Source: an optimization exercise on an open RTL-to-GDS flow (aim: small area, a short achievable clock period and few clock cycles). Production flows keep margins and buffers that such runs may drop. Function was checked by simulation only, so behaviour that the tests miss may differ from the original.

v10:
==> flow/design.v <==
module div (
    input wire clk,
    input wire rst_n,
    input wire [32-1:0] dividend_i,
    input wire [32-1:0] divisor_i,
    input wire                       start_i,
    input wire                       ctrl_ready_i,
    input wire [                3:0] op_i,
    output wire [32-1:0] result_o,
    output reg                        busy_o,
    output reg                        valid_o
);
    localparam [1:0] S_IDLE = 2'd0, S_PREP = 2'd1, S_ITER = 2'd2, S_FIN = 2'd3;
    reg  [1:0] state;
    reg [31:0] r;       
    reg [31:0] x;       
    reg [31:0] q;       
    reg  [4:0] cnt;
    reg  [4:0] pa, pb;  
    reg        sa, sb;  
    reg        is_rem;   
    function automatic [4:0] msb32(input [31:0] v);
        reg [7:0] nz;
        reg [1:0] p [0:7];
        reg [2:0] g;
        integer i;
        begin
            for (i = 0; i < 8; i = i + 1) begin
                nz[i]   = |v[4*i+:4];
                p[i][1] = v[4*i+3] | v[4*i+2];
                p[i][0] = v[4*i+3] | (~v[4*i+2] & v[4*i+1]);
            end
            g[2] = |nz[7:4];
            g[1] = g[2] ? (nz[7] | nz[6]) : (nz[3] | nz[2]);
            g[0] = g[2] ? (nz[7] | (~nz[6] & nz[5])) : (nz[3] | (~nz[2] & nz[1]));
            msb32 = {g, p[g]};
        end
    endfunction
    wire        sgn_i = op_i[0] | op_i[2];
    wire        sa_i  = sgn_i & dividend_i[31];
    wire        sb_i  = sgn_i & divisor_i[31];
    wire [31:0] a_m   = dividend_i ^ {32{sa_i}};    
    wire [31:0] b_m   = divisor_i ^ {32{sb_i}};     
    wire        cin = ~sb | (sa & (state == S_PREP));
    wire [32:0] sum;
    wire        cout = sum[32];
    add32 u_add (.a(r), .b(x), .ci(cin), .s(sum));
    wire        prep = (state == S_PREP);
    wire [31:0] inc_in = prep ? r : (is_rem ? (r ^ {32{sa}}) : ~q);
    wire        inc_c  = (prep | is_rem) ? sa : 1'b1;
    wire [31:0] inc_out;
    inc32 u_inc (.a(inc_in), .ci(inc_c), .s(inc_out));
    wire [5:0] kk = {1'b0, pa} + {5'd0, sa} - {1'b0, pb};
    wire [4:0] k  = kk[4:0];
    reg  [31:0] x_init;
    always @(*) begin
        x_init = x;
        if (k[0]) x_init = {x_init[30:0], {1{~sb}}};
        if (k[1]) x_init = {x_init[29:0], {2{~sb}}};
        if (k[2]) x_init = {x_init[27:0], {4{~sb}}};
        if (k[3]) x_init = {x_init[23:0], {8{~sb}}};
        if (k[4]) x_init = {x_init[15:0], {16{~sb}}};
    end
    wire bz = ~sb & (&x);                           
    wire lt = ~cout;
    wire early = bz | ((sa & ~sb) ? kk[5] : lt);
    assign result_o = q;
    always @(posedge clk) begin
        if (!rst_n) begin
            state   <= S_IDLE;
            busy_o  <= 1'b0;
            valid_o <= 1'b0;
        end else begin
            case (state)
                S_IDLE: begin
                    if (ctrl_ready_i) begin
                        valid_o <= 1'b0;
                        if (start_i) begin
                            state  <= S_PREP;
                            busy_o <= 1'b1;
                        end
                    end
                end
                S_PREP: begin
                    if (early) begin
                        if (sa & is_rem) begin
                            state <= S_FIN;
                        end else begin
                            state   <= S_IDLE;
                            busy_o  <= 1'b0;
                            valid_o <= 1'b1;
                        end
                    end else begin
                        state <= S_ITER;
                    end
                end
                S_ITER: begin
                    if (cnt == 5'd0) begin
                        if (is_rem | (sa ^ sb)) begin
                            state <= S_FIN;
                        end else begin
                            state   <= S_IDLE;
                            busy_o  <= 1'b0;
                            valid_o <= 1'b1;
                        end
                    end
                end
                default: begin   
                    state   <= S_IDLE;
                    busy_o  <= 1'b0;
                    valid_o <= 1'b1;
                end
            endcase
        end
    end
    always @(posedge clk) begin
        pa <= msb32(a_m);
        pb <= msb32(b_m | {31'd0, sb_i});
        case (state)
            S_IDLE:  x <= ~b_m;
            S_PREP:  x <= x_init;
            default: x <= {1'b1, x[31:1]};
        endcase
        cnt <= (state == S_PREP) ? k : cnt - 5'd1;
        case (state)
            S_IDLE: begin
                r      <= a_m;
                sa     <= sa_i;
                sb     <= sb_i;
                is_rem <= op_i[2] | op_i[3];
            end
            S_PREP: begin
                r <= inc_out;
                q <= is_rem ? inc_out : {32{bz}};
            end
            S_ITER: begin
                if (cout) r <= sum[31:0];
                q <= {q[30:0], cout};
            end
            default: begin   
                q <= inc_out;
            end
        endcase
    end
endmodule
module add32 (
    input  wire [31:0] a,
    input  wire [31:0] b,
    input  wire        ci,
    output wire [32:0] s
);
    reg [31:0] g [0:5];
    reg [31:0] p [0:5];
    integer l, i;
    always @(*) begin
        g[0] = a & b;
        p[0] = a ^ b;
        g[0][0] = g[0][0] | (p[0][0] & ci);
        for (l = 0; l < 5; l = l + 1) begin
            g[l+1] = g[l];
            p[l+1] = p[l];
            for (i = 0; i < 32; i = i + 1)
                if ((i >> l) & 1) begin
                    g[l+1][i] = g[l][i] | (p[l][i] & g[l][((i >> l) << l) - 1]);
                    p[l+1][i] = p[l][i] & p[l][((i >> l) << l) - 1];
                end
        end
    end
    assign s = {g[5][31], (a ^ b) ^ {g[5][30:0], ci}};
endmodule
module inc32 (
    input  wire [31:0] a,
    input  wire        ci,
    output wire [31:0] s
);
    reg [31:0] t [0:5];
    integer l, i;
    always @(*) begin
        t[0] = a;
        t[0][0] = a[0] & ci;
        for (l = 0; l < 5; l = l + 1) begin
            t[l+1] = t[l];
            for (i = 0; i < 32; i = i + 1)
                if ((i >> l) & 1) t[l+1][i] = t[l][i] & t[l][((i >> l) << l) - 1];
        end
    end
    assign s = a ^ {t[5][30:0], ci};
endmodule
Settings: LEC_CHECK=0, ABC_AREA=1, CAP_MARGIN=20, CORE_MARGIN=2, CORE_UTILIZATION=50, PLACE_DENSITY=0.65, SETUP_SLACK_MARGIN=5, SLEW_MARGIN=20; clock period 8.0 ns.
standard.sh (not shown) runs the stock make flow with config.mk's settings and CLKGATE_MAP_FILE= SYNTH_SCRIPT=/design/flow/synth_recipe.tcl, a recipe that flattens the netlist after the stock synthesis.
==> flow/flow/run.sh <==
#!/bin/bash
# The standard layout (the standard.sh, standard synthesis included),
# with the port buffers that ORFS inserts before global placement made
# from sky130_fd_sc_hd__buf_1 instead of the library's pick.
set -euo pipefail
export BUFFER_PORTS_ARGS="-buffer_cell sky130_fd_sc_hd__buf_1"
bash standard.sh > standard.log 2>&1
Testbench counts of v10, summed over its fixed seeds: cycles 63,187.
Input-level comparison between v2 and v10:
--- a/flow/design.v
+++ b/flow/design.v
@@ -16,12 +16,13 @@
     reg [31:0] x;       
     reg [31:0] q;       
     reg  [4:0] cnt;
     reg  [4:0] pa, pb;  
     reg        sa, sb;  
     reg        is_rem;   
+    reg        cin;      
     function automatic [4:0] msb32(input [31:0] v);
         reg [7:0] nz;
         reg [1:0] p [0:7];
         reg [2:0] g;
         integer i;
         begin
@@ -38,13 +39,12 @@
     endfunction
     wire        sgn_i = op_i[0] | op_i[2];
     wire        sa_i  = sgn_i & dividend_i[31];
     wire        sb_i  = sgn_i & divisor_i[31];
     wire [31:0] a_m   = dividend_i ^ {32{sa_i}};    
     wire [31:0] b_m   = divisor_i ^ {32{sb_i}};     
-    wire        cin = ~sb | (sa & (state == S_PREP));
     wire [32:0] sum;
     wire        cout = sum[32];
     add32 u_add (.a(r), .b(x), .ci(cin), .s(sum));
     wire        prep = (state == S_PREP);
     wire [31:0] inc_in = prep ? r : (is_rem ? (r ^ {32{sa}}) : ~q);
     wire        inc_c  = (prep | is_rem) ? sa : 1'b1;
@@ -119,12 +119,13 @@
         case (state)
             S_IDLE:  x <= ~b_m;
             S_PREP:  x <= x_init;
             default: x <= {1'b1, x[31:1]};
         endcase
         cnt <= (state == S_PREP) ? k : cnt - 5'd1;
+        cin <= (state == S_IDLE) ? (sa_i | ~sb_i) : ~sb;
         case (state)
             S_IDLE: begin
                 r      <= a_m;
                 sa     <= sa_i;
                 sb     <= sb_i;
                 is_rem <= op_i[2] | op_i[3];
--- outcome ---
v2 completed end to end with timing, DRC and antenna clean. v2 ended with more simple-gate share of the synthesized area than v10. The final reports for v2 and v10 show tightest slew margin relative to the limit higher in the former. Diff v10 -> v2 | area after synthesis | up slightly. Summary of v2 over v10: routed length on met1 saw a decrease; total wirelength of the detailed-routed design down about 6%; area growth from synthesis to final layout fell by 10 points.
Testbench counts of v2, summed over its fixed seeds: cycles 63,187.

[port drivers added, routing unchanged]
Ports are ideal in the flow. The routed layouts listed here were re-timed in OpenROAD. Step 1: set_driving_cell puts a clkbuf_16 on clk and a buf_2 on each other input, an assumption about the parent block. Step 2 adds t to the input delays and takes it off the output delays; t is the mean of the earliest and latest rising clock arrival at the registers after step 1. Input paths then give back, and output paths get back, about the clock's delay inside the block. a / b / c = no drivers / after step 1 / after step 2; a / b = the first two.
run	shift t [ns]	slack for setup (ns)	worst setup path after step 2	worst register clock-pin slew, ns
v10	0.480	4.848 / 4.832 / 4.351	input to register	0.06 / 0.06
v2	0.483	4.946 / 4.951 / 4.468	input to register	0.06 / 0.06
After both steps setup and hold are still met in every run listed. The setup slack of v10, which loses most, moves by -0.016 ns with the drivers and by -0.497 ns with both steps.
